Source: an optimization exercise on an open RTL-to-GDS flow (aim: small area and a short achievable clock period). Production flows keep margins and buffers that such runs may drop. Function was checked by simulation only, so behaviour that the tests miss may differ from the original. No run shown here takes its clock network from TritonCTS; it comes from the design's own scripts or RTL. The clock port is modelled as an ideal driver, which makes a skipped or thinned clock tree look cheaper than it is; a real chip needs a root buffer or a tree. Power figures rest on the tool's default switching activity, not on a simulated workload.

==> flow/design.v (outline; a module is shown in full before it is edited, if it fits) <==
// module FullAdd: 10 lines
// module HalfAdd: 9 lines
// module Sel3: 11 lines
// module Multiplier_32bit: 2128 lines
module Multiplier_32bit(
    input  logic        clk,
    input  logic        rst,
    input  logic [31:0] in0,   
    input  logic [31:0] in1,   
    output logic        done,
    output logic [63:0] result
);
  // ...
==> flow/flow/run.sh <==
#!/bin/bash
# The standard layout with two changes:
#  - the port buffers are plain buf_2 cells (BUFFER_PORTS_ARGS);
#  - after CTS, flow/clock_tree.tcl (ORFS's POST_CTS_TCL hook) replaces the
#    clock tree with a shallow two-level tree of inv_16 cells, and makes
#    the input ports' buffers buf_1.
# ORFS writes each step's log under orfs/logs; make's own output goes to
# standard_flow.log here.
set -euo pipefail
export BUFFER_PORTS_ARGS="-buffer_cell sky130_fd_sc_hd__buf_2"
export POST_CTS_TCL="$PWD/flow/clock_tree.tcl"
bash standard.sh > standard_flow.log 2>&1
==> flow/flow/clock_tree.tcl <==

proc ct_cluster {pts NX NY} {
  set n [llength $pts]
  set byx [lsort -real -index 1 $pts]
  set groups {}
  for {set cx 0} {$cx < $NX} {incr cx} {
    set a [expr {int(round(double($cx)*$n/$NX))}]
    set b [expr {int(round(double($cx+1)*$n/$NX))-1}]
    set col [lsort -real -index 2 [lrange $byx $a $b]]
    set m [llength $col]
    for {set cy 0} {$cy < $NY} {incr cy} {
      set a2 [expr {int(round(double($cy)*$m/$NY))}]
      set b2 [expr {int(round(double($cy+1)*$m/$NY))-1}]
      set g [lrange $col $a2 $b2]
      if {[llength $g]} { lappend groups $g }
    }
  }
  return $groups
}

proc ct_centroid {g} {
  set sx 0.0; set sy 0.0
  foreach p $g { set sx [expr {$sx + [lindex $p 1]}]; set sy [expr {$sy + [lindex $p 2]}] }
  return [list [expr {$sx/[llength $g]}] [expr {$sy/[llength $g]}]]
}

proc ct_out {inst} {
  set m [$inst getMaster]
  foreach mt [$m getMTerms] {
    if {[$mt getIoType] eq "OUTPUT"} { return [$mt getName] }
  }
}

proc ct_rebuild {NX NY MX MY leafcell rootcell} {
  set block [ord::get_db_block]
  set db [ord::get_db]
  set dbu [$block getDbUnitsPerMicron]
  set clknet [$block findNet clk]

  # collect the clock tree cells and the flip-flop clock pins below the port
  set tree_insts {}
  set tree_nets {}
  set sinks {}
  set todo [list $clknet]
  while {[llength $todo]} {
    set net [lindex $todo 0]
    set todo [lrange $todo 1 end]
    foreach it [$net getITerms] {
      if {![$it isInputSignal]} continue
      set inst [$it getInst]
      set master [$inst getMaster]
      if {[$master isSequential]} {
        lappend sinks $it
      } else {
        lappend tree_insts $inst
        foreach ot [$inst getITerms] {
          if {[$ot isOutputSignal] && [$ot getNet] ne "NULL"} {
            lappend tree_nets [$ot getNet]
            lappend todo [$ot getNet]
          }
        }
      }
    }
  }
  puts "clock tree: removing [llength $tree_insts] cells, [llength $tree_nets] nets; [llength $sinks] flip-flops"
  foreach it $sinks { $it disconnect }
  foreach inst $tree_insts { odb::dbInst_destroy $inst }
  foreach net $tree_nets { odb::dbNet_destroy $net }

  set pts {}
  foreach it $sinks {
    set b [[$it getInst] getBBox]
    lappend pts [list $it [expr {([$b xMin]+[$b xMax])/2.0/$dbu}] [expr {([$b yMin]+[$b yMax])/2.0/$dbu}]]
  }
  set leaves {}
  set i 0
  foreach g [ct_cluster $pts $NX $NY] {
    lassign [ct_centroid $g] cx cy
    set inst [odb::dbInst_create $block [$db findMaster $leafcell] "clktree_leaf_$i"]
    set net [odb::dbNet_create $block "clktree_leaf_net_$i"]
    $net setSigType CLOCK
    [$inst findITerm [ct_out $inst]] connect $net
    foreach p $g { [lindex $p 0] connect $net }
    $inst setLocation [expr {int($cx*$dbu)}] [expr {int($cy*$dbu)}]
    $inst setPlacementStatus PLACED
    lappend leaves [list $inst $cx $cy]
    puts "clock leaf $i: [llength $g] flip-flops at [format %.1f $cx] [format %.1f $cy]"
    incr i
  }
  set j 0
  foreach g [ct_cluster $leaves $MX $MY] {
    lassign [ct_centroid $g] cx cy
    set inst [odb::dbInst_create $block [$db findMaster $rootcell] "clktree_root_$j"]
    set net [odb::dbNet_create $block "clktree_root_net_$j"]
    $net setSigType CLOCK
    [$inst findITerm A] connect $clknet
    [$inst findITerm [ct_out $inst]] connect $net
    foreach p $g { [[lindex $p 0] findITerm A] connect $net }
    $inst setLocation [expr {int($cx*$dbu)}] [expr {int($cy*$dbu)}]
    $inst setPlacementStatus PLACED
    puts "clock root $j: [llength $g] leaves at [format %.1f $cx] [format %.1f $cy]"
    incr j
  }
}

ct_rebuild 3 4 2 2 sky130_fd_sc_hd__inv_16 sky130_fd_sc_hd__inv_16

# The input ports' buffers only feed flip-flops here, so the smallest buffer does.
set n_in 0
foreach bt [[ord::get_db_block] getBTerms] {
  if {[$bt getIoType] ne "INPUT" || [$bt getName] eq "clk"} continue
  foreach it [[$bt getNet] getITerms] {
    set inst [$it getInst]
    if {[[$inst getMaster] getName] eq "sky130_fd_sc_hd__buf_2"} {
      replace_cell [get_cells [$inst getName]] sky130_fd_sc_hd__buf_1
      incr n_in
    }
  }
}
puts "input port buffers made buf_1: $n_in"
detailed_placement
check_placement -verbose
estimate_parasitics -placement
report_clock_latency
==> flow/standard.sh <==
#!/bin/bash
# synth_recipe.tcl (not shown) runs the flow's synth.tcl, then flattens the netlist and writes it again
# the make line also repeats each setting of config.mk as NAME=value (left out here)
make -C /OpenROAD-flow-scripts/flow DESIGN_CONFIG=/design/flow/config.mk WORK_HOME=/design/flow/orfs CLKGATE_MAP_FILE= SYNTH_SCRIPT=/design/flow/synth_recipe.tcl "${@:-finish}"
==> flow/config.mk <==
export PLATFORM = sky130hd
export DESIGN_NAME = Multiplier_32bit
export DESIGN_NICKNAME = Multiplier_32bit
export VERILOG_FILES = /design/flow/design.v
export SDC_FILE = /design/flow/constraint.sdc
export NUM_CORES = 4
export LEC_CHECK = 0
export ABC_AREA = 1
export CAP_MARGIN = 20
export CORE_MARGIN = 2
export CORE_UTILIZATION = 70
export CTS_CLUSTER_DIAMETER = 80
export CTS_CLUSTER_SIZE = 25
export PLACE_DENSITY = 0.85
export SLEW_MARGIN = 20
export SYNTH_HIERARCHICAL = 1
==> flow/constraint.sdc <==
create_clock -name core_clock -period 28.0 [get_ports {clk}]
set_input_delay 5.6000 -clock core_clock [delete_from_list [all_inputs] [get_ports {clk}]]
set_output_delay 5.6000 -clock core_clock [all_outputs]
set_load 0.01 [all_outputs]
==> impl_metrics.env, run 1 <==
export IMPL_use_met2_pct=62.5
export IMPL_grt_antenna_before_repair=0
export IMPL_hold_depth=0
export IMPL_final_util_pct=74.2
export IMPL_drt_met1_wl_um=26600
export IMPL_power_density_mw_per_mm2=131
export IMPL_crit_family="flip-flops"
export IMPL_synth_common_cells="xor2_1 (482), o22ai_1 (465), fa_1 (432)"
export IMPL_final_cells=3017
export IMPL_grt_usage_pct=42.1
export IMPL_seq_area_share_pct=18.4
export IMPL_hold_class="register to register"
export IMPL_p_int_mw=1.85
export IMPL_nWellTaps=468
export IMPL_start_kind="register"
export IMPL_antennaDiodeCount=0
export IMPL_outcome="no timing/DRC/antenna violations"
export IMPL_ys_warn_count=7
export IMPL_design_core_area_mm2=0.0367
export IMPL_dp_hpwl_um=53100
export IMPL_largest_class="multi-input combinational cells"
export IMPL_synth_area_mm2=0.0262
export IMPL_async_flop_share_pct=1.20
export IMPL_muxShareOfSynthArea_pct=0
export IMPL_final_cell_area_mm2=0.0272
export IMPL_numPlacedInstances=3001
export IMPL_final_layout_size_suffix_gt1_share_pct=8.28
export IMPL_crit_path_max_incr_delay_ns=0.36
==> run 2, diff against run 1 <==
--- a/flow/design.v
+++ b/flow/design.v
@@ -1059,16 +1059,67 @@
     logic s965;
     logic c966;
     logic s967;
     logic c968;
     logic s969;
     logic c970;
     logic s971;
     logic c972;
+    logic h973;
+    logic k974;
+    logic s975;
+    logic c976;
+    logic s977;
+    logic c978;
+    logic h979;
+    logic k980;
+    logic s981;
+    logic c982;
+    logic h983;
+    logic k984;
+    logic s985;
+    logic c986;
+    logic h987;
+    logic k988;
+    logic s989;
+    logic c990;
+    logic h991;
+    logic k992;
+    logic s993;
+    logic c994;
+    logic h995;
+    logic k996;
+    logic s997;
+    logic c998;
+    logic h999;
+    logic k1000;
+    logic s1001;
+    logic c1002;
+    logic h1003;
+    logic k1004;
+    logic s1005;
+    logic c1006;
+    logic h1007;
+    logic k1008;
+    logic s1009;
+    logic c1010;
+    logic s1011;
+    logic c1012;
+    logic h1013;
+    logic k1014;
+    logic s1015;
+    logic c1016;
+    logic s1017;
+    logic c1018;
+    logic h1019;
+    logic k1020;
+    logic s1021;
+    logic c1022;
+    logic i1023;
     HalfAdd u_h1 (.a(pp0[24]), .b(pp1[22]), .s(h1), .co(k2));
     HalfAdd u_h3 (.a(pp0[25]), .b(pp1[23]), .s(h3), .co(k4));
     FullAdd u_s5 (.a(pp0[26]), .b(pp1[24]), .ci(pp2[22]), .s(s5), .co(c6));
     HalfAdd u_h7 (.a(pp3[20]), .b(pp4[18]), .s(h7), .co(k8));
     FullAdd u_s9 (.a(pp0[27]), .b(pp1[25]), .ci(pp2[23]), .s(s9), .co(c10));
     HalfAdd u_h11 (.a(pp3[21]), .b(pp4[19]), .s(h11), .co(k12));
     FullAdd u_s13 (.a(pp0[28]), .b(pp1[26]), .ci(pp2[24]), .s(s13), .co(c14));
     FullAdd u_s15 (.a(pp3[22]), .b(pp4[20]), .ci(pp5[18]), .s(s15), .co(c16));
@@ -1558,38 +1609,60 @@
     HalfAdd u_h957 (.a(pp0[1]), .b(k956), .s(h957), .co(k958));
     FullAdd u_s959 (.a(h836), .b(neg[1]), .ci(k958), .s(s959), .co(c960));
     FullAdd u_s961 (.a(h838), .b(k837), .ci(c960), .s(s961), .co(c962));
     FullAdd u_s963 (.a(s840), .b(k839), .ci(c962), .s(s963), .co(c964));
     FullAdd u_s965 (.a(s842), .b(c841), .ci(c964), .s(s965), .co(c966));
     FullAdd u_s967 (.a(s844), .b(c843), .ci(c966), .s(s967), .co(c968));
     FullAdd u_s969 (.a(s846), .b(c845), .ci(c968), .s(s969), .co(c970));
     FullAdd u_s971 (.a(s848), .b(c847), .ci(c970), .s(s971), .co(c972));
+    HalfAdd u_h973 (.a(s850), .b(c849), .s(h973), .co(k974));
+    FullAdd u_s975 (.a(s852), .b(c851), .ci(k974), .s(s975), .co(c976));
+    FullAdd u_s977 (.a(s854), .b(c853), .ci(c976), .s(s977), .co(c978));
+    HalfAdd u_h979 (.a(s856), .b(c855), .s(h979), .co(k980));
+    FullAdd u_s981 (.a(s858), .b(c857), .ci(k980), .s(s981), .co(c982));
+    HalfAdd u_h983 (.a(s860), .b(c859), .s(h983), .co(k984));
+    FullAdd u_s985 (.a(s862), .b(c861), .ci(k984), .s(s985), .co(c986));
+    HalfAdd u_h987 (.a(s864), .b(c863), .s(h987), .co(k988));
+    FullAdd u_s989 (.a(s866), .b(c865), .ci(k988), .s(s989), .co(c990));
+    HalfAdd u_h991 (.a(s926), .b(c925), .s(h991), .co(k992));
+    FullAdd u_s993 (.a(s928), .b(c927), .ci(k992), .s(s993), .co(c994));
+    HalfAdd u_h995 (.a(s930), .b(c929), .s(h995), .co(k996));
+    FullAdd u_s997 (.a(s932), .b(c931), .ci(k996), .s(s997), .co(c998));
+    HalfAdd u_h999 (.a(s934), .b(c933), .s(h999), .co(k1000));
+    FullAdd u_s1001 (.a(s936), .b(c935), .ci(k1000), .s(s1001), .co(c1002));
+    HalfAdd u_h1003 (.a(s938), .b(c937), .s(h1003), .co(k1004));
+    FullAdd u_s1005 (.a(s940), .b(c939), .ci(k1004), .s(s1005), .co(c1006));
+    HalfAdd u_h1007 (.a(s942), .b(c941), .s(h1007), .co(k1008));
+    FullAdd u_s1009 (.a(s944), .b(c943), .ci(k1008), .s(s1009), .co(c1010));
+    FullAdd u_s1011 (.a(s946), .b(c945), .ci(c1010), .s(s1011), .co(c1012));
+    HalfAdd u_h1013 (.a(s948), .b(c947), .s(h1013), .co(k1014));
+    FullAdd u_s1015 (.a(s950), .b(c949), .ci(k1014), .s(s1015), .co(c1016));
+    FullAdd u_s1017 (.a(s952), .b(c951), .ci(c1016), .s(s1017), .co(c1018));
+    HalfAdd u_h1019 (.a(i954), .b(c953), .s(h1019), .co(k1020));
+    FullAdd u_s1021 (.a(~pp15[32]), .b(pp15[31]), .ci(k1020), .s(s1021), .co(c1022));
+    assign i1023 = ~c1022;
     logic [63:0] ra_q, rb_q;
     logic [8:0] rl_q;
     logic [0:0] rc_q;
+    logic [63:0] rs_q, rk_q;
     always_ff @(posedge clk) begin
-        ra_q[9] <= s850;
-        rb_q[9] <= c849;
-        ra_q[10] <= s852;
-        rb_q[10] <= c851;
-        ra_q[11] <= s854;
-        rb_q[11] <= c853;
-        ra_q[12] <= s856;
-        rb_q[12] <= c855;
-        ra_q[13] <= s858;
-        rb_q[13] <= c857;
-        ra_q[14] <= s860;
-        rb_q[14] <= c859;
-        ra_q[15] <= s862;
-        rb_q[15] <= c861;
-        ra_q[16] <= s864;
-        rb_q[16] <= c863;
-        ra_q[17] <= s866;
-        rb_q[17] <= c865;
+        rs_q[9] <= h973;
+        rs_q[10] <= s975;
+        rs_q[11] <= s977;
+        rk_q[12] <= c978;
+        rs_q[12] <= h979;
+        rs_q[13] <= s981;
+        rk_q[14] <= c982;
+        rs_q[14] <= h983;
+        rs_q[15] <= s985;
+        rk_q[16] <= c986;
+        rs_q[16] <= h987;
+        rs_q[17] <= s989;
+        rk_q[18] <= c990;
         ra_q[18] <= s868;
         rb_q[18] <= c867;
         ra_q[19] <= s870;
         rb_q[19] <= c869;
         ra_q[20] <= s872;
         rb_q[20] <= c871;
         ra_q[21] <= s874;
         rb_q[21] <= c873;
@@ -1638,180 +1711,120 @@
         ra_q[43] <= s918;
         rb_q[43] <= c917;
         ra_q[44] <= s920;
         rb_q[44] <= c919;
         ra_q[45] <= s922;
         rb_q[45] <= c921;
         ra_q[46] <= s924;
         rb_q[46] <= c923;
-        ra_q[47] <= s926;
-        rb_q[47] <= c925;
-        ra_q[48] <= s928;
-        rb_q[48] <= c927;
-        ra_q[49] <= s930;
-        rb_q[49] <= c929;
-        ra_q[50] <= s932;
-        rb_q[50] <= c931;
-        ra_q[51] <= s934;
-        rb_q[51] <= c933;
-        ra_q[52] <= s936;
-        rb_q[52] <= c935;
-        ra_q[53] <= s938;
-        rb_q[53] <= c937;
-        ra_q[54] <= s940;
-        rb_q[54] <= c939;
-        ra_q[55] <= s942;
-        rb_q[55] <= c941;
-        ra_q[56] <= s944;
-        rb_q[56] <= c943;
-        ra_q[57] <= s946;
-        rb_q[57] <= c945;
-        ra_q[58] <= s948;
-        rb_q[58] <= c947;
-        ra_q[59] <= s950;
-        rb_q[59] <= c949;
-        ra_q[60] <= s952;
-        rb_q[60] <= c951;
-        ra_q[61] <= i954;
-        rb_q[61] <= c953;
-        ra_q[62] <= ~pp15[32];
-        rb_q[62] <= pp15[31];
+        rs_q[47] <= h991;
+        rs_q[48] <= s993;
+        rk_q[49] <= c994;
+        rs_q[49] <= h995;
+        rs_q[50] <= s997;
+        rk_q[51] <= c998;
+        rs_q[51] <= h999;
+        rs_q[52] <= s1001;
+        rk_q[53] <= c1002;
+        rs_q[53] <= h1003;
+        rs_q[54] <= s1005;
+        rk_q[55] <= c1006;
+        rs_q[55] <= h1007;
+        rs_q[56] <= s1009;
+        rs_q[57] <= s1011;
+        rk_q[58] <= c1012;
+        rs_q[58] <= h1013;
+        rs_q[59] <= s1015;
+        rs_q[60] <= s1017;
+        rk_q[61] <= c1018;
+        rs_q[61] <= h1019;
+        rs_q[62] <= s1021;
+        rs_q[63] <= i1023;
         rl_q[0] <= h955;
         rl_q[1] <= h957;
         rl_q[2] <= s959;
         rl_q[3] <= s961;
         rl_q[4] <= s963;
         rl_q[5] <= s965;
         rl_q[6] <= s967;
         rl_q[7] <= s969;
         rl_q[8] <= s971;
         rc_q[0] <= c972;
     end
-    logic fp973;
-    logic fg974;
-    logic fp975;
-    logic fg976;
-    logic fp977;
-    logic fg978;
-    logic fp979;
-    logic fg980;
-    logic fp981;
-    logic fg982;
-    logic fp983;
-    logic fg984;
-    logic fp985;
-    logic fg986;
-    logic fp987;
-    logic fg988;
-    logic fp989;
-    logic fg990;
-    logic fp991;
-    logic fg992;
-    logic fp993;
-    logic fg994;
-    logic fp995;
-    logic fg996;
-    logic fp997;
-    logic fg998;
-    logic fp999;
-    logic fg1000;
-    logic fp1001;
-    logic fg1002;
-    logic fp1003;
-    logic fg1004;
-    logic fp1005;
-    logic fg1006;
-    logic fp1007;
-    logic fg1008;
-    logic fp1009;
-    logic fg1010;
-    logic fp1011;
-    logic fg1012;
-    logic fp1013;
-    logic fg1014;
-    logic fp1015;
-    logic fg1016;
-    logic fp1017;
-    logic fg1018;
-    logic fp1019;
-    logic fg1020;
-    logic fp1021;
-    logic fg1022;
-    logic fp1023;
-    logic fg1024;
-    logic fp1025;
-    logic fg1026;
-    logic fp1027;
-    logic fg1028;
-    logic fp1029;
-    logic fg1030;
-    logic fp1031;
-    logic fg1032;
-    logic fp1033;
-    logic fg1034;
-    logic fp1035;
-    logic fg1036;
-    logic fp1037;
-    logic fg1038;
-    logic fp1039;
-    logic fg1040;
-    logic fp1041;
-    logic fg1042;
-    logic fp1043;
-    logic fg1044;
-    logic fp1045;
-    logic fg1046;
-    logic fp1047;
-    logic fg1048;
-    logic fp1049;
-    logic fg1050;
-    logic fp1051;
-    logic fg1052;
-    logic fp1053;
-    logic fg1054;
-    logic fp1055;
-    logic fg1056;
-    logic fp1057;
-    logic fg1058;
-    logic fp1059;
-    logic fg1060;
-    logic fp1061;
-    logic fg1062;
-    logic fp1063;
-    logic fg1064;
-    logic fp1065;
-    logic fg1066;
-    logic fp1067;
-    logic fg1068;
-    logic fp1069;
-    logic fg1070;
-    logic fp1071;
-    logic fg1072;
-    logic fp1073;
-    logic fg1074;
-    logic fp1075;
-    logic fg1076;
-    logic fp1077;
-    logic fg1078;
-    logic fp1079;
-    logic fg1080;
+    logic fa1024;
+    logic fa1025;
+    logic fa1026;
+    logic fa1027;
+    logic fp1028;
+    logic fg1029;
+    logic fp1030;
+    logic fg1031;
+    logic fp1032;
+    logic fg1033;
+    logic fp1034;
+    logic fg1035;
+    logic fp1036;
+    logic fg1037;
+    logic fp1038;
+    logic fg1039;
+    logic fp1040;
+    logic fg1041;
+    logic fp1042;
+    logic fg1043;
+    logic fp1044;
+    logic fg1045;
+    logic fp1046;
+    logic fg1047;
+    logic fp1048;
+    logic fg1049;
+    logic fp1050;
+    logic fg1051;
+    logic fp1052;
+    logic fg1053;
+    logic fp1054;
+    logic fg1055;
+    logic fp1056;
+    logic fg1057;
+    logic fp1058;
+    logic fg1059;
+    logic fp1060;
+    logic fg1061;
+    logic fp1062;
+    logic fg1063;
+    logic fp1064;
+    logic fg1065;
+    logic fp1066;
+    logic fg1067;
+    logic fp1068;
+    logic fg1069;
+    logic fp1070;
+    logic fg1071;
+    logic fp1072;
+    logic fg1073;
+    logic fp1074;
+    logic fg1075;
+    logic fp1076;
+    logic fg1077;
+    logic fp1078;
+    logic fg1079;
+    logic fp1080;
     logic fg1081;
-    logic fg1082;
-    logic fq1083;
-    logic fg1084;
-    logic fq1085;
-    logic fg1086;
-    logic fq1087;
-    logic fg1088;
-    logic fq1089;
-    logic fg1090;
-    logic fq1091;
-    logic fg1092;
-    logic fq1093;
+    logic fp1082;
+    logic fg1083;
+    logic fp1084;
+    logic fg1085;
+    logic fa1086;
+    logic fa1087;
+    logic fa1088;
+    logic fa1089;
+    logic fa1090;
+    logic fa1091;
+    logic fa1092;
+    logic fg1093;
     logic fg1094;
     logic fq1095;
     logic fg1096;
     logic fq1097;
     logic fg1098;
     logic fq1099;
     logic fg1100;
     logic fq1101;
@@ -1841,64 +1854,64 @@
     logic fq1125;
     logic fg1126;
     logic fq1127;
     logic fg1128;
     logic fq1129;
     logic fg1130;
     logic fq1131;
     logic fg1132;
-    logic fq1133;
-    logic fg1134;
-    logic fq1135;
-    logic fg1136;
+    logic fg1133;
+    logic fq1134;
+    logic fg1135;
+    logic fq1136;
     logic fg1137;
     logic fq1138;
     logic fg1139;
     logic fq1140;
     logic fg1141;
     logic fq1142;
     logic fg1143;
     logic fq1144;
     logic fg1145;
     logic fq1146;
     logic fg1147;
     logic fq1148;
     logic fg1149;
     logic fq1150;
     logic fg1151;
-    logic fq1152;
-    logic fg1153;
-    logic fq1154;
-    logic fg1155;
-    logic fq1156;
-    logic fg1157;
-    logic fq1158;
-    logic fg1159;
-    logic fq1160;
+    logic fg1152;
+    logic fq1153;
+    logic fg1154;
+    logic fq1155;
+    logic fg1156;
+    logic fq1157;
+    logic fg1158;
+    logic fq1159;
+    logic fg1160;
     logic fg1161;
     logic fq1162;
     logic fg1163;
     logic fg1164;
-    logic fq1165;
+    logic fg1165;
     logic fg1166;
-    logic fq1167;
+    logic fg1167;
     logic fg1168;
-    logic fq1169;
+    logic fg1169;
     logic fg1170;
-    logic fq1171;
+    logic fg1171;
     logic fg1172;
-    logic fq1173;
+    logic fg1173;
     logic fg1174;
-    logic fq1175;
+    logic fg1175;
     logic fg1176;
     logic fg1177;
-    logic fq1178;
+    logic fg1178;
     logic fg1179;
-    logic fq1180;
+    logic fg1180;
     logic fg1181;
     logic fg1182;
     logic fg1183;
     logic fg1184;
     logic fg1185;
     logic fg1186;
     logic fg1187;
     logic fg1188;
@@ -1907,252 +1920,190 @@
     logic fg1191;
     logic fg1192;
     logic fg1193;
     logic fg1194;
     logic fg1195;
     logic fg1196;
     logic fg1197;
     logic fg1198;
-    logic fg1199;
-    logic fg1200;
-    logic fg1201;
-    logic fg1202;
-    logic fg1203;
-    logic fg1204;
-    logic fg1205;
-    logic fg1206;
-    logic fg1207;
-    logic fg1208;
-    logic fg1209;
-    logic fg1210;
-    logic fg1211;
-    logic fg1212;
-    logic fg1213;
-    logic fg1214;
-    logic fg1215;
-    logic fg1216;
-    logic fg1217;
-    logic fg1218;
-    logic fg1219;
-    logic fg1220;
-    logic fg1221;
-    logic fg1222;
-    logic fg1223;
-    logic fg1224;
-    logic fg1225;
-    logic fg1226;
-    logic fg1227;
-    logic fg1228;
-    logic fg1229;
-    logic fg1230;
-    logic fg1231;
-    HalfAdd u_fp973 (.a(ra_q[9]), .b(rb_q[9]), .s(fp973), .co(fg974));
-    HalfAdd u_fp975 (.a(ra_q[10]), .b(rb_q[10]), .s(fp975), .co(fg976));
-    HalfAdd u_fp977 (.a(ra_q[11]), .b(rb_q[11]), .s(fp977), .co(fg978));
-    HalfAdd u_fp979 (.a(ra_q[12]), .b(rb_q[12]), .s(fp979), .co(fg980));
-    HalfAdd u_fp981 (.a(ra_q[13]), .b(rb_q[13]), .s(fp981), .co(fg982));
-    HalfAdd u_fp983 (.a(ra_q[14]), .b(rb_q[14]), .s(fp983), .co(fg984));
-    HalfAdd u_fp985 (.a(ra_q[15]), .b(rb_q[15]), .s(fp985), .co(fg986));
-    HalfAdd u_fp987 (.a(ra_q[16]), .b(rb_q[16]), .s(fp987), .co(fg988));
-    HalfAdd u_fp989 (.a(ra_q[17]), .b(rb_q[17]), .s(fp989), .co(fg990));
-    HalfAdd u_fp991 (.a(ra_q[18]), .b(rb_q[18]), .s(fp991), .co(fg992));
-    HalfAdd u_fp993 (.a(ra_q[19]), .b(rb_q[19]), .s(fp993), .co(fg994));
-    HalfAdd u_fp995 (.a(ra_q[20]), .b(rb_q[20]), .s(fp995), .co(fg996));
-    HalfAdd u_fp997 (.a(ra_q[21]), .b(rb_q[21]), .s(fp997), .co(fg998));
-    HalfAdd u_fp999 (.a(ra_q[22]), .b(rb_q[22]), .s(fp999), .co(fg1000));
-    HalfAdd u_fp1001 (.a(ra_q[23]), .b(rb_q[23]), .s(fp1001), .co(fg1002));
-    HalfAdd u_fp1003 (.a(ra_q[24]), .b(rb_q[24]), .s(fp1003), .co(fg1004));
-    HalfAdd u_fp1005 (.a(ra_q[25]), .b(rb_q[25]), .s(fp1005), .co(fg1006));
-    HalfAdd u_fp1007 (.a(ra_q[26]), .b(rb_q[26]), .s(fp1007), .co(fg1008));
-    HalfAdd u_fp1009 (.a(ra_q[27]), .b(rb_q[27]), .s(fp1009), .co(fg1010));
-    HalfAdd u_fp1011 (.a(ra_q[28]), .b(rb_q[28]), .s(fp1011), .co(fg1012));
-    HalfAdd u_fp1013 (.a(ra_q[29]), .b(rb_q[29]), .s(fp1013), .co(fg1014));
-    HalfAdd u_fp1015 (.a(ra_q[30]), .b(rb_q[30]), .s(fp1015), .co(fg1016));
-    HalfAdd u_fp1017 (.a(ra_q[31]), .b(rb_q[31]), .s(fp1017), .co(fg1018));
-    HalfAdd u_fp1019 (.a(ra_q[32]), .b(rb_q[32]), .s(fp1019), .co(fg1020));
-    HalfAdd u_fp1021 (.a(ra_q[33]), .b(rb_q[33]), .s(fp1021), .co(fg1022));
-    HalfAdd u_fp1023 (.a(ra_q[34]), .b(rb_q[34]), .s(fp1023), .co(fg1024));
-    HalfAdd u_fp1025 (.a(ra_q[35]), .b(rb_q[35]), .s(fp1025), .co(fg1026));
-    HalfAdd u_fp1027 (.a(ra_q[36]), .b(rb_q[36]), .s(fp1027), .co(fg1028));
-    HalfAdd u_fp1029 (.a(ra_q[37]), .b(rb_q[37]), .s(fp1029), .co(fg1030));
-    HalfAdd u_fp1031 (.a(ra_q[38]), .b(rb_q[38]), .s(fp1031), .co(fg1032));
-    HalfAdd u_fp1033 (.a(ra_q[39]), .b(rb_q[39]), .s(fp1033), .co(fg1034));
-    HalfAdd u_fp1035 (.a(ra_q[40]), .b(rb_q[40]), .s(fp1035), .co(fg1036));
-    HalfAdd u_fp1037 (.a(ra_q[41]), .b(rb_q[41]), .s(fp1037), .co(fg1038));
-    HalfAdd u_fp1039 (.a(ra_q[42]), .b(rb_q[42]), .s(fp1039), .co(fg1040));
-    HalfAdd u_fp1041 (.a(ra_q[43]), .b(rb_q[43]), .s(fp1041), .co(fg1042));
-    HalfAdd u_fp1043 (.a(ra_q[44]), .b(rb_q[44]), .s(fp1043), .co(fg1044));
-    HalfAdd u_fp1045 (.a(ra_q[45]), .b(rb_q[45]), .s(fp1045), .co(fg1046));
-    HalfAdd u_fp1047 (.a(ra_q[46]), .b(rb_q[46]), .s(fp1047), .co(fg1048));
-    HalfAdd u_fp1049 (.a(ra_q[47]), .b(rb_q[47]), .s(fp1049), .co(fg1050));
-    HalfAdd u_fp1051 (.a(ra_q[48]), .b(rb_q[48]), .s(fp1051), .co(fg1052));
-    HalfAdd u_fp1053 (.a(ra_q[49]), .b(rb_q[49]), .s(fp1053), .co(fg1054));
-    HalfAdd u_fp1055 (.a(ra_q[50]), .b(rb_q[50]), .s(fp1055), .co(fg1056));
-    HalfAdd u_fp1057 (.a(ra_q[51]), .b(rb_q[51]), .s(fp1057), .co(fg1058));
-    HalfAdd u_fp1059 (.a(ra_q[52]), .b(rb_q[52]), .s(fp1059), .co(fg1060));
-    HalfAdd u_fp1061 (.a(ra_q[53]), .b(rb_q[53]), .s(fp1061), .co(fg1062));
-    HalfAdd u_fp1063 (.a(ra_q[54]), .b(rb_q[54]), .s(fp1063), .co(fg1064));
-    HalfAdd u_fp1065 (.a(ra_q[55]), .b(rb_q[55]), .s(fp1065), .co(fg1066));
-    HalfAdd u_fp1067 (.a(ra_q[56]), .b(rb_q[56]), .s(fp1067), .co(fg1068));
-    HalfAdd u_fp1069 (.a(ra_q[57]), .b(rb_q[57]), .s(fp1069), .co(fg1070));
-    HalfAdd u_fp1071 (.a(ra_q[58]), .b(rb_q[58]), .s(fp1071), .co(fg1072));
-    HalfAdd u_fp1073 (.a(ra_q[59]), .b(rb_q[59]), .s(fp1073), .co(fg1074));
-    HalfAdd u_fp1075 (.a(ra_q[60]), .b(rb_q[60]), .s(fp1075), .co(fg1076));
-    HalfAdd u_fp1077 (.a(ra_q[61]), .b(rb_q[61]), .s(fp1077), .co(fg1078));
-    HalfAdd u_fp1079 (.a(ra_q[62]), .b(rb_q[62]), .s(fp1079), .co(fg1080));
-    assign fg1081 = fg974 | (fp973 & rc_q[0]);
-    assign fg1082 = fg978 | (fp977 & fg976);
-    assign fq1083 = fp977 & fp975;
-    assign fg1084 = fg982 | (fp981 & fg980);
-    assign fq1085 = fp981 & fp979;
-    assign fg1086 = fg986 | (fp985 & fg984);
-    assign fq1087 = fp985 & fp983;
-    assign fg1088 = fg990 | (fp989 & fg988);
-    assign fq1089 = fp989 & fp987;
-    assign fg1090 = fg994 | (fp993 & fg992);
-    assign fq1091 = fp993 & fp991;
-    assign fg1092 = fg998 | (fp997 & fg996);
-    assign fq1093 = fp997 & fp995;
-    assign fg1094 = fg1002 | (fp1001 & fg1000);
-    assign fq1095 = fp1001 & fp999;
-    assign fg1096 = fg1006 | (fp1005 & fg1004);
-    assign fq1097 = fp1005 & fp1003;
-    assign fg1098 = fg1010 | (fp1009 & fg1008);
-    assign fq1099 = fp1009 & fp1007;
-    assign fg1100 = fg1014 | (fp1013 & fg1012);
-    assign fq1101 = fp1013 & fp1011;
-    assign fg1102 = fg1018 | (fp1017 & fg1016);
-    assign fq1103 = fp1017 & fp1015;
-    assign fg1104 = fg1022 | (fp1021 & fg1020);
-    assign fq1105 = fp1021 & fp1019;
-    assign fg1106 = fg1026 | (fp1025 & fg1024);
-    assign fq1107 = fp1025 & fp1023;
-    assign fg1108 = fg1030 | (fp1029 & fg1028);
-    assign fq1109 = fp1029 & fp1027;
-    assign fg1110 = fg1034 | (fp1033 & fg1032);
-    assign fq1111 = fp1033 & fp1031;
-    assign fg1112 = fg1038 | (fp1037 & fg1036);
-    assign fq1113 = fp1037 & fp1035;
-    assign fg1114 = fg1042 | (fp1041 & fg1040);
-    assign fq1115 = fp1041 & fp1039;
-    assign fg1116 = fg1046 | (fp1045 & fg1044);
-    assign fq1117 = fp1045 & fp1043;
-    assign fg1118 = fg1050 | (fp1049 & fg1048);
-    assign fq1119 = fp1049 & fp1047;
-    assign fg1120 = fg1054 | (fp1053 & fg1052);
-    assign fq1121 = fp1053 & fp1051;
-    assign fg1122 = fg1058 | (fp1057 & fg1056);
-    assign fq1123 = fp1057 & fp1055;
-    assign fg1124 = fg1062 | (fp1061 & fg1060);
-    assign fq1125 = fp1061 & fp1059;
-    assign fg1126 = fg1066 | (fp1065 & fg1064);
-    assign fq1127 = fp1065 & fp1063;
-    assign fg1128 = fg1070 | (fp1069 & fg1068);
-    assign fq1129 = fp1069 & fp1067;
-    assign fg1130 = fg1074 | (fp1073 & fg1072);
-    assign fq1131 = fp1073 & fp1071;
-    assign fg1132 = fg1078 | (fp1077 & fg1076);
-    assign fq1133 = fp1077 & fp1075;
-    assign fg1134 = 1'b1 & fg1080;
-    assign fq1135 = 1'b1 & fp1079;
-    assign fg1136 = fg1082 | (fq1083 & fg1081);
-    assign fg1137 = fg1086 | (fq1087 & fg1084);
-    assign fq1138 = fq1087 & fq1085;
-    assign fg1139 = fg1090 | (fq1091 & fg1088);
-    assign fq1140 = fq1091 & fq1089;
-    assign fg1141 = fg1094 | (fq1095 & fg1092);
-    assign fq1142 = fq1095 & fq1093;
-    assign fg1143 = fg1098 | (fq1099 & fg1096);
-    assign fq1144 = fq1099 & fq1097;
-    assign fg1145 = fg1102 | (fq1103 & fg1100);
-    assign fq1146 = fq1103 & fq1101;
-    assign fg1147 = fg1106 | (fq1107 & fg1104);
-    assign fq1148 = fq1107 & fq1105;
-    assign fg1149 = fg1110 | (fq1111 & fg1108);
-    assign fq1150 = fq1111 & fq1109;
-    assign fg1151 = fg1114 | (fq1115 & fg1112);
-    assign fq1152 = fq1115 & fq1113;
-    assign fg1153 = fg1118 | (fq1119 & fg1116);
-    assign fq1154 = fq1119 & fq1117;
-    assign fg1155 = fg1122 | (fq1123 & fg1120);
-    assign fq1156 = fq1123 & fq1121;
-    assign fg1157 = fg1126 | (fq1127 & fg1124);
-    assign fq1158 = fq1127 & fq1125;
-    assign fg1159 = fg1130 | (fq1131 & fg1128);
-    assign fq1160 = fq1131 & fq1129;
-    assign fg1161 = fg1134 | (fq1135 & fg1132);
-    assign fq1162 = fq1135 & fq1133;
-    assign fg1163 = fg1137 | (fq1138 & fg1136);
-    assign fg1164 = fg1141 | (fq1142 & fg1139);
-    assign fq1165 = fq1142 & fq1140;
-    assign fg1166 = fg1145 | (fq1146 & fg1143);
-    assign fq1167 = fq1146 & fq1144;
-    assign fg1168 = fg1149 | (fq1150 & fg1147);
-    assign fq1169 = fq1150 & fq1148;
-    assign fg1170 = fg1153 | (fq1154 & fg1151);
-    assign fq1171 = fq1154 & fq1152;
-    assign fg1172 = fg1157 | (fq1158 & fg1155);
-    assign fq1173 = fq1158 & fq1156;
-    assign fg1174 = fg1161 | (fq1162 & fg1159);
-    assign fq1175 = fq1162 & fq1160;
-    assign fg1176 = fg1164 | (fq1165 & fg1163);
-    assign fg1177 = fg1168 | (fq1169 & fg1166);
-    assign fq1178 = fq1169 & fq1167;
-    assign fg1179 = fg1172 | (fq1173 & fg1170);
-    assign fq1180 = fq1173 & fq1171;
-    assign fg1181 = fg1177 | (fq1178 & fg1176);
-    assign fg1182 = fg1179 | (fq1180 & fg1181);
-    assign fg1183 = fg1166 | (fq1167 & fg1176);
-    assign fg1184 = fg1170 | (fq1171 & fg1181);
-    assign fg1185 = fg1174 | (fq1175 & fg1182);
-    assign fg1186 = fg1139 | (fq1140 & fg1163);
-    assign fg1187 = fg1143 | (fq1144 & fg1176);
-    assign fg1188 = fg1147 | (fq1148 & fg1183);
-    assign fg1189 = fg1151 | (fq1152 & fg1181);
-    assign fg1190 = fg1155 | (fq1156 & fg1184);
-    assign fg1191 = fg1159 | (fq1160 & fg1182);
-    assign fg1192 = fg1084 | (fq1085 & fg1136);
-    assign fg1193 = fg1088 | (fq1089 & fg1163);
-    assign fg1194 = fg1092 | (fq1093 & fg1186);
-    assign fg1195 = fg1096 | (fq1097 & fg1176);
-    assign fg1196 = fg1100 | (fq1101 & fg1187);
-    assign fg1197 = fg1104 | (fq1105 & fg1183);
-    assign fg1198 = fg1108 | (fq1109 & fg1188);
-    assign fg1199 = fg1112 | (fq1113 & fg1181);
-    assign fg1200 = fg1116 | (fq1117 & fg1189);
-    assign fg1201 = fg1120 | (fq1121 & fg1184);
-    assign fg1202 = fg1124 | (fq1125 & fg1190);
-    assign fg1203 = fg1128 | (fq1129 & fg1182);
-    assign fg1204 = fg1132 | (fq1133 & fg1191);
-    assign fg1205 = fg976 | (fp975 & fg1081);
-    assign fg1206 = fg980 | (fp979 & fg1136);
-    assign fg1207 = fg984 | (fp983 & fg1192);
-    assign fg1208 = fg988 | (fp987 & fg1163);
-    assign fg1209 = fg992 | (fp991 & fg1193);
-    assign fg1210 = fg996 | (fp995 & fg1186);
-    assign fg1211 = fg1000 | (fp999 & fg1194);
-    assign fg1212 = fg1004 | (fp1003 & fg1176);
-    assign fg1213 = fg1008 | (fp1007 & fg1195);
-    assign fg1214 = fg1012 | (fp1011 & fg1187);
-    assign fg1215 = fg1016 | (fp1015 & fg1196);
-    assign fg1216 = fg1020 | (fp1019 & fg1183);
-    assign fg1217 = fg1024 | (fp1023 & fg1197);
-    assign fg1218 = fg1028 | (fp1027 & fg1188);
-    assign fg1219 = fg1032 | (fp1031 & fg1198);
-    assign fg1220 = fg1036 | (fp1035 & fg1181);
-    assign fg1221 = fg1040 | (fp1039 & fg1199);
-    assign fg1222 = fg1044 | (fp1043 & fg1189);
-    assign fg1223 = fg1048 | (fp1047 & fg1200);
-    assign fg1224 = fg1052 | (fp1051 & fg1184);
-    assign fg1225 = fg1056 | (fp1055 & fg1201);
-    assign fg1226 = fg1060 | (fp1059 & fg1190);
-    assign fg1227 = fg1064 | (fp1063 & fg1202);
-    assign fg1228 = fg1068 | (fp1067 & fg1182);
-    assign fg1229 = fg1072 | (fp1071 & fg1203);
-    assign fg1230 = fg1076 | (fp1075 & fg1191);
-    assign fg1231 = fg1080 | (fp1079 & fg1204);
+    logic ft1199;
+    logic ft1200;
+    logic ft1201;
+    logic ft1202;
+    logic ft1203;
+    logic ft1204;
+    logic ft1205;
+    logic ft1206;
+    logic ft1207;
+    logic ft1208;
+    logic ft1209;
+    logic ft1210;
+    logic ft1211;
+    logic ft1212;
+    logic ft1213;
+    assign fa1024 = rs_q[9] & rs_q[10] & rs_q[11];
+    assign fa1025 = rs_q[12] & rs_q[13];
+    assign fa1026 = rs_q[14] & rs_q[15];
+    assign fa1027 = rs_q[16] & rs_q[17];
+    HalfAdd u_fp1028 (.a(ra_q[18]), .b(rb_q[18]), .s(fp1028), .co(fg1029));
+    HalfAdd u_fp1030 (.a(ra_q[19]), .b(rb_q[19]), .s(fp1030), .co(fg1031));
+    HalfAdd u_fp1032 (.a(ra_q[20]), .b(rb_q[20]), .s(fp1032), .co(fg1033));
+    HalfAdd u_fp1034 (.a(ra_q[21]), .b(rb_q[21]), .s(fp1034), .co(fg1035));
+    HalfAdd u_fp1036 (.a(ra_q[22]), .b(rb_q[22]), .s(fp1036), .co(fg1037));
+    HalfAdd u_fp1038 (.a(ra_q[23]), .b(rb_q[23]), .s(fp1038), .co(fg1039));
+    HalfAdd u_fp1040 (.a(ra_q[24]), .b(rb_q[24]), .s(fp1040), .co(fg1041));
+    HalfAdd u_fp1042 (.a(ra_q[25]), .b(rb_q[25]), .s(fp1042), .co(fg1043));
+    HalfAdd u_fp1044 (.a(ra_q[26]), .b(rb_q[26]), .s(fp1044), .co(fg1045));
+    HalfAdd u_fp1046 (.a(ra_q[27]), .b(rb_q[27]), .s(fp1046), .co(fg1047));
+    HalfAdd u_fp1048 (.a(ra_q[28]), .b(rb_q[28]), .s(fp1048), .co(fg1049));
+    HalfAdd u_fp1050 (.a(ra_q[29]), .b(rb_q[29]), .s(fp1050), .co(fg1051));
+    HalfAdd u_fp1052 (.a(ra_q[30]), .b(rb_q[30]), .s(fp1052), .co(fg1053));
+    HalfAdd u_fp1054 (.a(ra_q[31]), .b(rb_q[31]), .s(fp1054), .co(fg1055));
+    HalfAdd u_fp1056 (.a(ra_q[32]), .b(rb_q[32]), .s(fp1056), .co(fg1057));
+    HalfAdd u_fp1058 (.a(ra_q[33]), .b(rb_q[33]), .s(fp1058), .co(fg1059));
+    HalfAdd u_fp1060 (.a(ra_q[34]), .b(rb_q[34]), .s(fp1060), .co(fg1061));
+    HalfAdd u_fp1062 (.a(ra_q[35]), .b(rb_q[35]), .s(fp1062), .co(fg1063));
+    HalfAdd u_fp1064 (.a(ra_q[36]), .b(rb_q[36]), .s(fp1064), .co(fg1065));
+    HalfAdd u_fp1066 (.a(ra_q[37]), .b(rb_q[37]), .s(fp1066), .co(fg1067));
+    HalfAdd u_fp1068 (.a(ra_q[38]), .b(rb_q[38]), .s(fp1068), .co(fg1069));
+    HalfAdd u_fp1070 (.a(ra_q[39]), .b(rb_q[39]), .s(fp1070), .co(fg1071));
+    HalfAdd u_fp1072 (.a(ra_q[40]), .b(rb_q[40]), .s(fp1072), .co(fg1073));
+    HalfAdd u_fp1074 (.a(ra_q[41]), .b(rb_q[41]), .s(fp1074), .co(fg1075));
+    HalfAdd u_fp1076 (.a(ra_q[42]), .b(rb_q[42]), .s(fp1076), .co(fg1077));
+    HalfAdd u_fp1078 (.a(ra_q[43]), .b(rb_q[43]), .s(fp1078), .co(fg1079));
+    HalfAdd u_fp1080 (.a(ra_q[44]), .b(rb_q[44]), .s(fp1080), .co(fg1081));
+    HalfAdd u_fp1082 (.a(ra_q[45]), .b(rb_q[45]), .s(fp1082), .co(fg1083));
+    HalfAdd u_fp1084 (.a(ra_q[46]), .b(rb_q[46]), .s(fp1084), .co(fg1085));
+    assign fa1086 = rs_q[47] & rs_q[48];
+    assign fa1087 = rs_q[49] & rs_q[50];
+    assign fa1088 = rs_q[51] & rs_q[52];
+    assign fa1089 = rs_q[53] & rs_q[54];
+    assign fa1090 = rs_q[55] & rs_q[56] & rs_q[57];
+    assign fa1091 = rs_q[58] & rs_q[59] & rs_q[60];
+    assign fa1092 = rs_q[61] & rs_q[62] & rs_q[63];
+    assign fg1093 = rk_q[12] | (fa1024 & rc_q[0]);
+    assign fg1094 = rk_q[16] | (fa1026 & rk_q[14]);
+    assign fq1095 = fa1026 & fa1025;
+    assign fg1096 = fg1029 | (fp1028 & rk_q[18]);
+    assign fq1097 = fp1028 & fa1027;
+    assign fg1098 = fg1033 | (fp1032 & fg1031);
+    assign fq1099 = fp1032 & fp1030;
+    assign fg1100 = fg1037 | (fp1036 & fg1035);
+    assign fq1101 = fp1036 & fp1034;
+    assign fg1102 = fg1041 | (fp1040 & fg1039);
+    assign fq1103 = fp1040 & fp1038;
+    assign fg1104 = fg1045 | (fp1044 & fg1043);
+    assign fq1105 = fp1044 & fp1042;
+    assign fg1106 = fg1049 | (fp1048 & fg1047);
+    assign fq1107 = fp1048 & fp1046;
+    assign fg1108 = fg1053 | (fp1052 & fg1051);
+    assign fq1109 = fp1052 & fp1050;
+    assign fg1110 = fg1057 | (fp1056 & fg1055);
+    assign fq1111 = fp1056 & fp1054;
+    assign fg1112 = fg1061 | (fp1060 & fg1059);
+    assign fq1113 = fp1060 & fp1058;
+    assign fg1114 = fg1065 | (fp1064 & fg1063);
+    assign fq1115 = fp1064 & fp1062;
+    assign fg1116 = fg1069 | (fp1068 & fg1067);
+    assign fq1117 = fp1068 & fp1066;
+    assign fg1118 = fg1073 | (fp1072 & fg1071);
+    assign fq1119 = fp1072 & fp1070;
+    assign fg1120 = fg1077 | (fp1076 & fg1075);
+    assign fq1121 = fp1076 & fp1074;
+    assign fg1122 = fg1081 | (fp1080 & fg1079);
+    assign fq1123 = fp1080 & fp1078;
+    assign fg1124 = fg1085 | (fp1084 & fg1083);
+    assign fq1125 = fp1084 & fp1082;
+    assign fg1126 = rk_q[51] | (fa1087 & rk_q[49]);
+    assign fq1127 = fa1087 & fa1086;
+    assign fg1128 = rk_q[55] | (fa1089 & rk_q[53]);
+    assign fq1129 = fa1089 & fa1088;
+    assign fg1130 = rk_q[61] | (fa1091 & rk_q[58]);
+    assign fq1131 = fa1091 & fa1090;
+    assign fg1132 = fg1094 | (fq1095 & fg1093);
+    assign fg1133 = fg1098 | (fq1099 & fg1096);
+    assign fq1134 = fq1099 & fq1097;
+    assign fg1135 = fg1102 | (fq1103 & fg1100);
+    assign fq1136 = fq1103 & fq1101;
+    assign fg1137 = fg1106 | (fq1107 & fg1104);
+    assign fq1138 = fq1107 & fq1105;
+    assign fg1139 = fg1110 | (fq1111 & fg1108);
+    assign fq1140 = fq1111 & fq1109;
+    assign fg1141 = fg1114 | (fq1115 & fg1112);
+    assign fq1142 = fq1115 & fq1113;
+    assign fg1143 = fg1118 | (fq1119 & fg1116);
+    assign fq1144 = fq1119 & fq1117;
+    assign fg1145 = fg1122 | (fq1123 & fg1120);
+    assign fq1146 = fq1123 & fq1121;
+    assign fg1147 = fg1126 | (fq1127 & fg1124);
+    assign fq1148 = fq1127 & fq1125;
+    assign fg1149 = fg1130 | (fq1131 & fg1128);
+    assign fq1150 = fq1131 & fq1129;
+    assign fg1151 = fg1133 | (fq1134 & fg1132);
+    assign fg1152 = fg1137 | (fq1138 & fg1135);
+    assign fq1153 = fq1138 & fq1136;
+    assign fg1154 = fg1141 | (fq1142 & fg1139);
+    assign fq1155 = fq1142 & fq1140;
+    assign fg1156 = fg1145 | (fq1146 & fg1143);
+    assign fq1157 = fq1146 & fq1144;
+    assign fg1158 = fg1149 | (fq1150 & fg1147);
+    assign fq1159 = fq1150 & fq1148;
+    assign fg1160 = fg1152 | (fq1153 & fg1151);
+    assign fg1161 = fg1156 | (fq1157 & fg1154);
+    assign fq1162 = fq1157 & fq1155;
+    assign fg1163 = fg1161 | (fq1162 & fg1160);
+    assign fg1164 = fg1154 | (fq1155 & fg1160);
+    assign fg1165 = fg1158 | (fq1159 & fg1163);
+    assign fg1166 = fg1135 | (fq1136 & fg1151);
+    assign fg1167 = fg1139 | (fq1140 & fg1160);
+    assign fg1168 = fg1143 | (fq1144 & fg1164);
+    assign fg1169 = fg1147 | (fq1148 & fg1163);
+    assign fg1170 = fg1096 | (fq1097 & fg1132);
+    assign fg1171 = fg1100 | (fq1101 & fg1151);
+    assign fg1172 = fg1104 | (fq1105 & fg1166);
+    assign fg1173 = fg1108 | (fq1109 & fg1160);
+    assign fg1174 = fg1112 | (fq1113 & fg1167);
+    assign fg1175 = fg1116 | (fq1117 & fg1164);
+    assign fg1176 = fg1120 | (fq1121 & fg1168);
+    assign fg1177 = fg1124 | (fq1125 & fg1163);
+    assign fg1178 = fg1128 | (fq1129 & fg1169);
+    assign fg1179 = rk_q[14] | (fa1025 & fg1093);
+    assign fg1180 = rk_q[18] | (fa1027 & fg1132);
+    assign fg1181 = fg1031 | (fp1030 & fg1170);
+    assign fg1182 = fg1035 | (fp1034 & fg1151);
+    assign fg1183 = fg1039 | (fp1038 & fg1171);
+    assign fg1184 = fg1043 | (fp1042 & fg1166);
+    assign fg1185 = fg1047 | (fp1046 & fg1172);
+    assign fg1186 = fg1051 | (fp1050 & fg1160);
+    assign fg1187 = fg1055 | (fp1054 & fg1173);
+    assign fg1188 = fg1059 | (fp1058 & fg1167);
+    assign fg1189 = fg1063 | (fp1062 & fg1174);
+    assign fg1190 = fg1067 | (fp1066 & fg1164);
+    assign fg1191 = fg1071 | (fp1070 & fg1175);
+    assign fg1192 = fg1075 | (fp1074 & fg1168);
+    assign fg1193 = fg1079 | (fp1078 & fg1176);
+    assign fg1194 = fg1083 | (fp1082 & fg1163);
+    assign fg1195 = rk_q[49] | (fa1086 & fg1177);
+    assign fg1196 = rk_q[53] | (fa1088 & fg1169);
+    assign fg1197 = rk_q[58] | (fa1090 & fg1178);
+    assign fg1198 = fa1092 & fg1165;
+    assign ft1199 = rc_q[0] & rs_q[9];
+    assign ft1200 = ft1199 & rs_q[10];
+    assign ft1201 = fg1093 & rs_q[12];
+    assign ft1202 = fg1179 & rs_q[14];
+    assign ft1203 = fg1132 & rs_q[16];
+    assign ft1204 = fg1177 & rs_q[47];
+    assign ft1205 = fg1195 & rs_q[49];
+    assign ft1206 = fg1169 & rs_q[51];
+    assign ft1207 = fg1196 & rs_q[53];
+    assign ft1208 = fg1178 & rs_q[55];
+    assign ft1209 = ft1208 & rs_q[56];
+    assign ft1210 = fg1197 & rs_q[58];
+    assign ft1211 = ft1210 & rs_q[59];
+    assign ft1212 = fg1165 & rs_q[61];
+    assign ft1213 = ft1212 & rs_q[62];
     logic [63:0] sum;
-    assign sum = {(1'b1 ^ fg1231), (fp1079 ^ fg1204), (fp1077 ^ fg1230), (fp1075 ^ fg1191), (fp1073 ^ fg1229), (fp1071 ^ fg1203), (fp1069 ^ fg1228), (fp1067 ^ fg1182), (fp1065 ^ fg1227), (fp1063 ^ fg1202), (fp1061 ^ fg1226), (fp1059 ^ fg1190), (fp1057 ^ fg1225), (fp1055 ^ fg1201), (fp1053 ^ fg1224), (fp1051 ^ fg1184), (fp1049 ^ fg1223), (fp1047 ^ fg1200), (fp1045 ^ fg1222), (fp1043 ^ fg1189), (fp1041 ^ fg1221), (fp1039 ^ fg1199), (fp1037 ^ fg1220), (fp1035 ^ fg1181), (fp1033 ^ fg1219), (fp1031 ^ fg1198), (fp1029 ^ fg1218), (fp1027 ^ fg1188), (fp1025 ^ fg1217), (fp1023 ^ fg1197), (fp1021 ^ fg1216), (fp1019 ^ fg1183), (fp1017 ^ fg1215), (fp1015 ^ fg1196), (fp1013 ^ fg1214), (fp1011 ^ fg1187), (fp1009 ^ fg1213), (fp1007 ^ fg1195), (fp1005 ^ fg1212), (fp1003 ^ fg1176), (fp1001 ^ fg1211), (fp999 ^ fg1194), (fp997 ^ fg1210), (fp995 ^ fg1186), (fp993 ^ fg1209), (fp991 ^ fg1193), (fp989 ^ fg1208), (fp987 ^ fg1163), (fp985 ^ fg1207), (fp983 ^ fg1192), (fp981 ^ fg1206), (fp979 ^ fg1136), (fp977 ^ fg1205), (fp975 ^ fg1081), (fp973 ^ rc_q[0]), rl_q[8], rl_q[7], rl_q[6], rl_q[5], rl_q[4], rl_q[3], rl_q[2], rl_q[1], rl_q[0]};
+    assign sum = {(rs_q[63] ^ ft1213), (rs_q[62] ^ ft1212), (rs_q[61] ^ fg1165), (rs_q[60] ^ ft1211), (rs_q[59] ^ ft1210), (rs_q[58] ^ fg1197), (rs_q[57] ^ ft1209), (rs_q[56] ^ ft1208), (rs_q[55] ^ fg1178), (rs_q[54] ^ ft1207), (rs_q[53] ^ fg1196), (rs_q[52] ^ ft1206), (rs_q[51] ^ fg1169), (rs_q[50] ^ ft1205), (rs_q[49] ^ fg1195), (rs_q[48] ^ ft1204), (rs_q[47] ^ fg1177), (fp1084 ^ fg1194), (fp1082 ^ fg1163), (fp1080 ^ fg1193), (fp1078 ^ fg1176), (fp1076 ^ fg1192), (fp1074 ^ fg1168), (fp1072 ^ fg1191), (fp1070 ^ fg1175), (fp1068 ^ fg1190), (fp1066 ^ fg1164), (fp1064 ^ fg1189), (fp1062 ^ fg1174), (fp1060 ^ fg1188), (fp1058 ^ fg1167), (fp1056 ^ fg1187), (fp1054 ^ fg1173), (fp1052 ^ fg1186), (fp1050 ^ fg1160), (fp1048 ^ fg1185), (fp1046 ^ fg1172), (fp1044 ^ fg1184), (fp1042 ^ fg1166), (fp1040 ^ fg1183), (fp1038 ^ fg1171), (fp1036 ^ fg1182), (fp1034 ^ fg1151), (fp1032 ^ fg1181), (fp1030 ^ fg1170), (fp1028 ^ fg1180), (rs_q[17] ^ ft1203), (rs_q[16] ^ fg1132), (rs_q[15] ^ ft1202), (rs_q[14] ^ fg1179), (rs_q[13] ^ ft1201), (rs_q[12] ^ fg1093), (rs_q[11] ^ ft1200), (rs_q[10] ^ ft1199), (rs_q[9] ^ rc_q[0]), rl_q[8], rl_q[7], rl_q[6], rl_q[5], rl_q[4], rl_q[3], rl_q[2], rl_q[1], rl_q[0]};
     logic [63:0] p_q;
     always_ff @(posedge clk) p_q <= sum;
     assign result = p_q;
 endmodule
==> flow/config.mk (replaced) <==
export PLATFORM = sky130hd
export DESIGN_NAME = Multiplier_32bit
export DESIGN_NICKNAME = Multiplier_32bit
export VERILOG_FILES = /design/flow/design.v
export SDC_FILE = /design/flow/constraint.sdc
export NUM_CORES = 4
export LEC_CHECK = 0
export ABC_AREA = 1
export CAP_MARGIN = 20
export CORE_MARGIN = 2
export CORE_UTILIZATION = 60
export CTS_CLUSTER_DIAMETER = 80
export CTS_CLUSTER_SIZE = 25
export PLACE_DENSITY = 0.75
export SLEW_MARGIN = 20
export SYNTH_HIERARCHICAL = 1
==> impl_metrics.env, run 2 <==
export IMPL_clkSlewWorstSetupHoldPaths_ns=0.06
export IMPL_chipWidth_um=211
export IMPL_port_buffers=130
export IMPL_crit_fanout=1
export IMPL_place_gp_congestion=0.964
export IMPL_synthesis_instances=2508
export IMPL_max_slew_margin_pct=19.9
export IMPL_yosysMostFrequentCell="xor2_1"
export IMPL_finClkSkew_ns=0.0328
export IMPL_fp_dieH_um=211
export IMPL_worst_path_max_delay_cell="dfrtp_1"
export IMPL_hold_viol=0
export IMPL_maxSlewViolCount=0
export IMPL_start_util_pct=61.0
export IMPL_die_area_mm2=0.0445
export IMPL_ys_types=37
export IMPL_setup_violations=0
export IMPL_cp_endpoint="done"
export IMPL_design_core_area_mm2=0.0421
export IMPL_regMostFlops="p_q"
export IMPL_num_vias=20800
export IMPL_rsz0062_at_grt="no"
export IMPL_synth_top_cell_area_share_pct=34.8
export IMPL_ys_seq_area_share_pct=18.4
export IMPL_p_leak_nw=11.3
export IMPL_grt_antenna_before_repair=0
export IMPL_clk_latency_ns=0.15
export IMPL_yosys_top_cells_area="fa_1 (35%), dfxtp_1 (18%), xor2_1 (17%)"
export IMPL_viasPerCell=6.91
export IMPL_reg_top3="p_q: 64 flops, a_q: 32 flops, b_q: 32 flops"
export IMPL_worstPathRequired_ns=22.40
export IMPL_outcome="no timing/DRC/antenna violations"
export IMPL_ir_drop_mv=0.0907
export IMPL_power_density_mw_per_mm2=131
export IMPL_postRouteAntennaNets=0
export IMPL_final_layout_size_suffix_gt1_share_pct=8.47
export IMPL_fp_row_count=75
export IMPL_final_cells=3007
export IMPL_grt_pass1_vias=22100
export IMPL_grt_usage_pct=35.8
export IMPL_synth_common_cells="xor2_1 (494), o22ai_1 (465), fa_1 (446)"
export IMPL_synth_flop_cell="dfxtp_1"
export IMPL_final_util_pct=63.9
export IMPL_cp_depth=1
export IMPL_synth_avg_cell_area_um2=10.2
export IMPL_drc=0
export IMPL_cts_sinks=235
export IMPL_synth_area_mm2=0.0257
export IMPL_crit_chain="buf_2"
export IMPL_timing_rr_end="ra_q[26]$_DFF_P_"
export IMPL_critPathKind="register to output pin"
export IMPL_final_cell_mix="xor2_1 (494), o22ai_1 (465), fa_1 (446), dfxtp_1 (216), ha_1 (120)"
export IMPL_drtIter0Drc=2996
export IMPL_yosysTopAreaCell="fa_1"
export IMPL_hold_class="register to register"
export IMPL_r2r_start="b_q[3]$_DFF_P_"
export IMPL_drt_pass1_iter_count=9
export IMPL_fin_nets=3101
export IMPL_crit_path_max_incr_delay_ns=0.35
export IMPL_fin_tns_setup_ns=0
export IMPL_start_kind="register"
export IMPL_dp_hpwl_um=51700
export IMPL_nFillCells=3331
export IMPL_crit_family="flip-flops"
export IMPL_final_min_clock_period_ns=6.22
export IMPL_largest_register_ffs=64
export IMPL_async_flop_share_pct=1.28
export IMPL_reg2reg_slack_ns=22.17
export IMPL_grt_max_degree=65
export IMPL_fmax_ghz=0.161
export IMPL_final_common_cell="xor2_1"
export IMPL_worst_pin_slew_ns=1.20
export IMPL_wire_per_inst_um=25.9
export IMPL_synth_edf_count=0
export IMPL_drt_wl_total_um=78000
export IMPL_grt_pass1_wl_um=122000
export IMPL_grt_ovfl_total=0
export IMPL_io_pins=131
export IMPL_cp_num_buf_inv=1
export IMPL_worstPathArrival_ns=0.62
export IMPL_synth_net_count=3140
export IMPL_ys_ff_latch=235
export IMPL_area_delta_synth_final_pct=4.89
export IMPL_startpoint="done_q[2]$_DFF_PN0_"
export IMPL_numPlacedInstances=2990
export IMPL_end_kind="output pin"
export IMPL_maxCapViolCount=0
export IMPL_min_period_over_period_pct=22.2
export IMPL_rr_worst_depth=12
export IMPL_ys_warn_count=7
[run 2: layer usage]
metal	GRT usage, %	vias up	wire length [µm]
li1	-	8379	-
met1	45.7	10000	27600
met2	53.6	1903	33500
met3	12.5	482	12000
met4	19.5	0	4840
met5	0.334	-	0
[run 2: report_power, final]
| part | switching [mW] | leakage, nW | internal [mW] |
|---|---|---|---|
| clock network | 0.143 | 0.157 | 0.0395 |
| registers | 0.0491 | 1.99 | 0.561 |
| logic | 1.48 | 9.12 | 1.24 |
[run 2: worst min path at each step]
stage | start | endpoint | cells past startpoint
global route | rl_q[8]$_DFF_P_ | p_q[8]$_DFF_P_ | 0
finish | rl_q[8]$_DFF_P_ | p_q[8]$_DFF_P_ | 0
floorplan | rl_q[0]$_DFF_P_ | p_q[0]$_DFF_P_ | 0
detailed placement | rl_q[8]$_DFF_P_ | p_q[8]$_DFF_P_ | 0
global placement | rl_q[7]$_DFF_P_ | p_q[7]$_DFF_P_ | 0
[run 2: cell type report]
cell class                      count  area, µm²  area share [%]
Multi-Input combinational cell   1907      19700            73.1
Sequential cell                   235       4740            17.6
Tap cell                          539        674            2.50
Antenna cell                        1       2.50         0.00929
Timing Repair Buffer              203       1120            4.15
Inverter                          122        718            2.67
[run 2: cells by family after synthesis]
kind of cell	synth area share (%)
AOI/OAI and AO/OA	14.5
adders and majority gates	40.6
xor gates and xnor gates	17.3
buffers and inverters	5.42
DFF	18.4
and+or+nand+nor	3.74
other	0.0146
[run 2: Yosys stat by module (local to each module, per instance)]
module            flops+latches  cell area, µm²  copies in the design
FullAdd                       0            20.0                   446
HalfAdd                       0            12.5                    81
Multiplier_32bit            235           15700                     1
[run 2: worst reg2reg max path: cells and delay by family, from the launching register on]
kind	cells	cell delay, ns
AO/OA/AOI/OAI	2	0.85
XOR/XNOR	1	0.20
flip-flops	1	0.31
adder cells (fa/ha/maj)	6	3.23
buffers and inverters	3	1.13
[run 2: metrics by stage]
stage | total power [mW] | hold WS, ns | worst slack, ns | instance area [µm²]
3_5_place_dp | 3.35 | 0.312 | 21.94 | 26700
5_1_grt | 4.00 | 0.331 | 21.74 | 26900
6_report | 3.52 | 0.325 | 21.78 | 26900
2_1_floorplan | 2.58 | 0.310 | 22.02 | 25700
3_3_place_gp | 3.24 | 0.316 | 21.93 | 26700

==> what the ideal ports hide <==
In the flow no input, the clock included, has a driving cell. The finished layouts below were timed again as built, in two steps.
Step 1 assumes that a clkbuf_16 drives the clock port and a buf_2 every other input.
Step 2 times the ports against the registers' clock, not the clock port: input delays grow and output delays shrink by t, the midpoint of the rising clock arrivals with the driver on.
a / b / c = ideal / step 1 / step 2; a / b = the first two.
run	t, ns	setup slack, ns	worst hold slack (ns)	cell pins on the clock port's net
run 1	0.362	21.773 / 21.545 / 21.907	0.332 / 0.333 / 0.333	4
run 2	0.372	21.781 / 21.546 / 21.918	0.325 / 0.326 / 0.326	4
After both steps setup and hold are still met in every run listed.
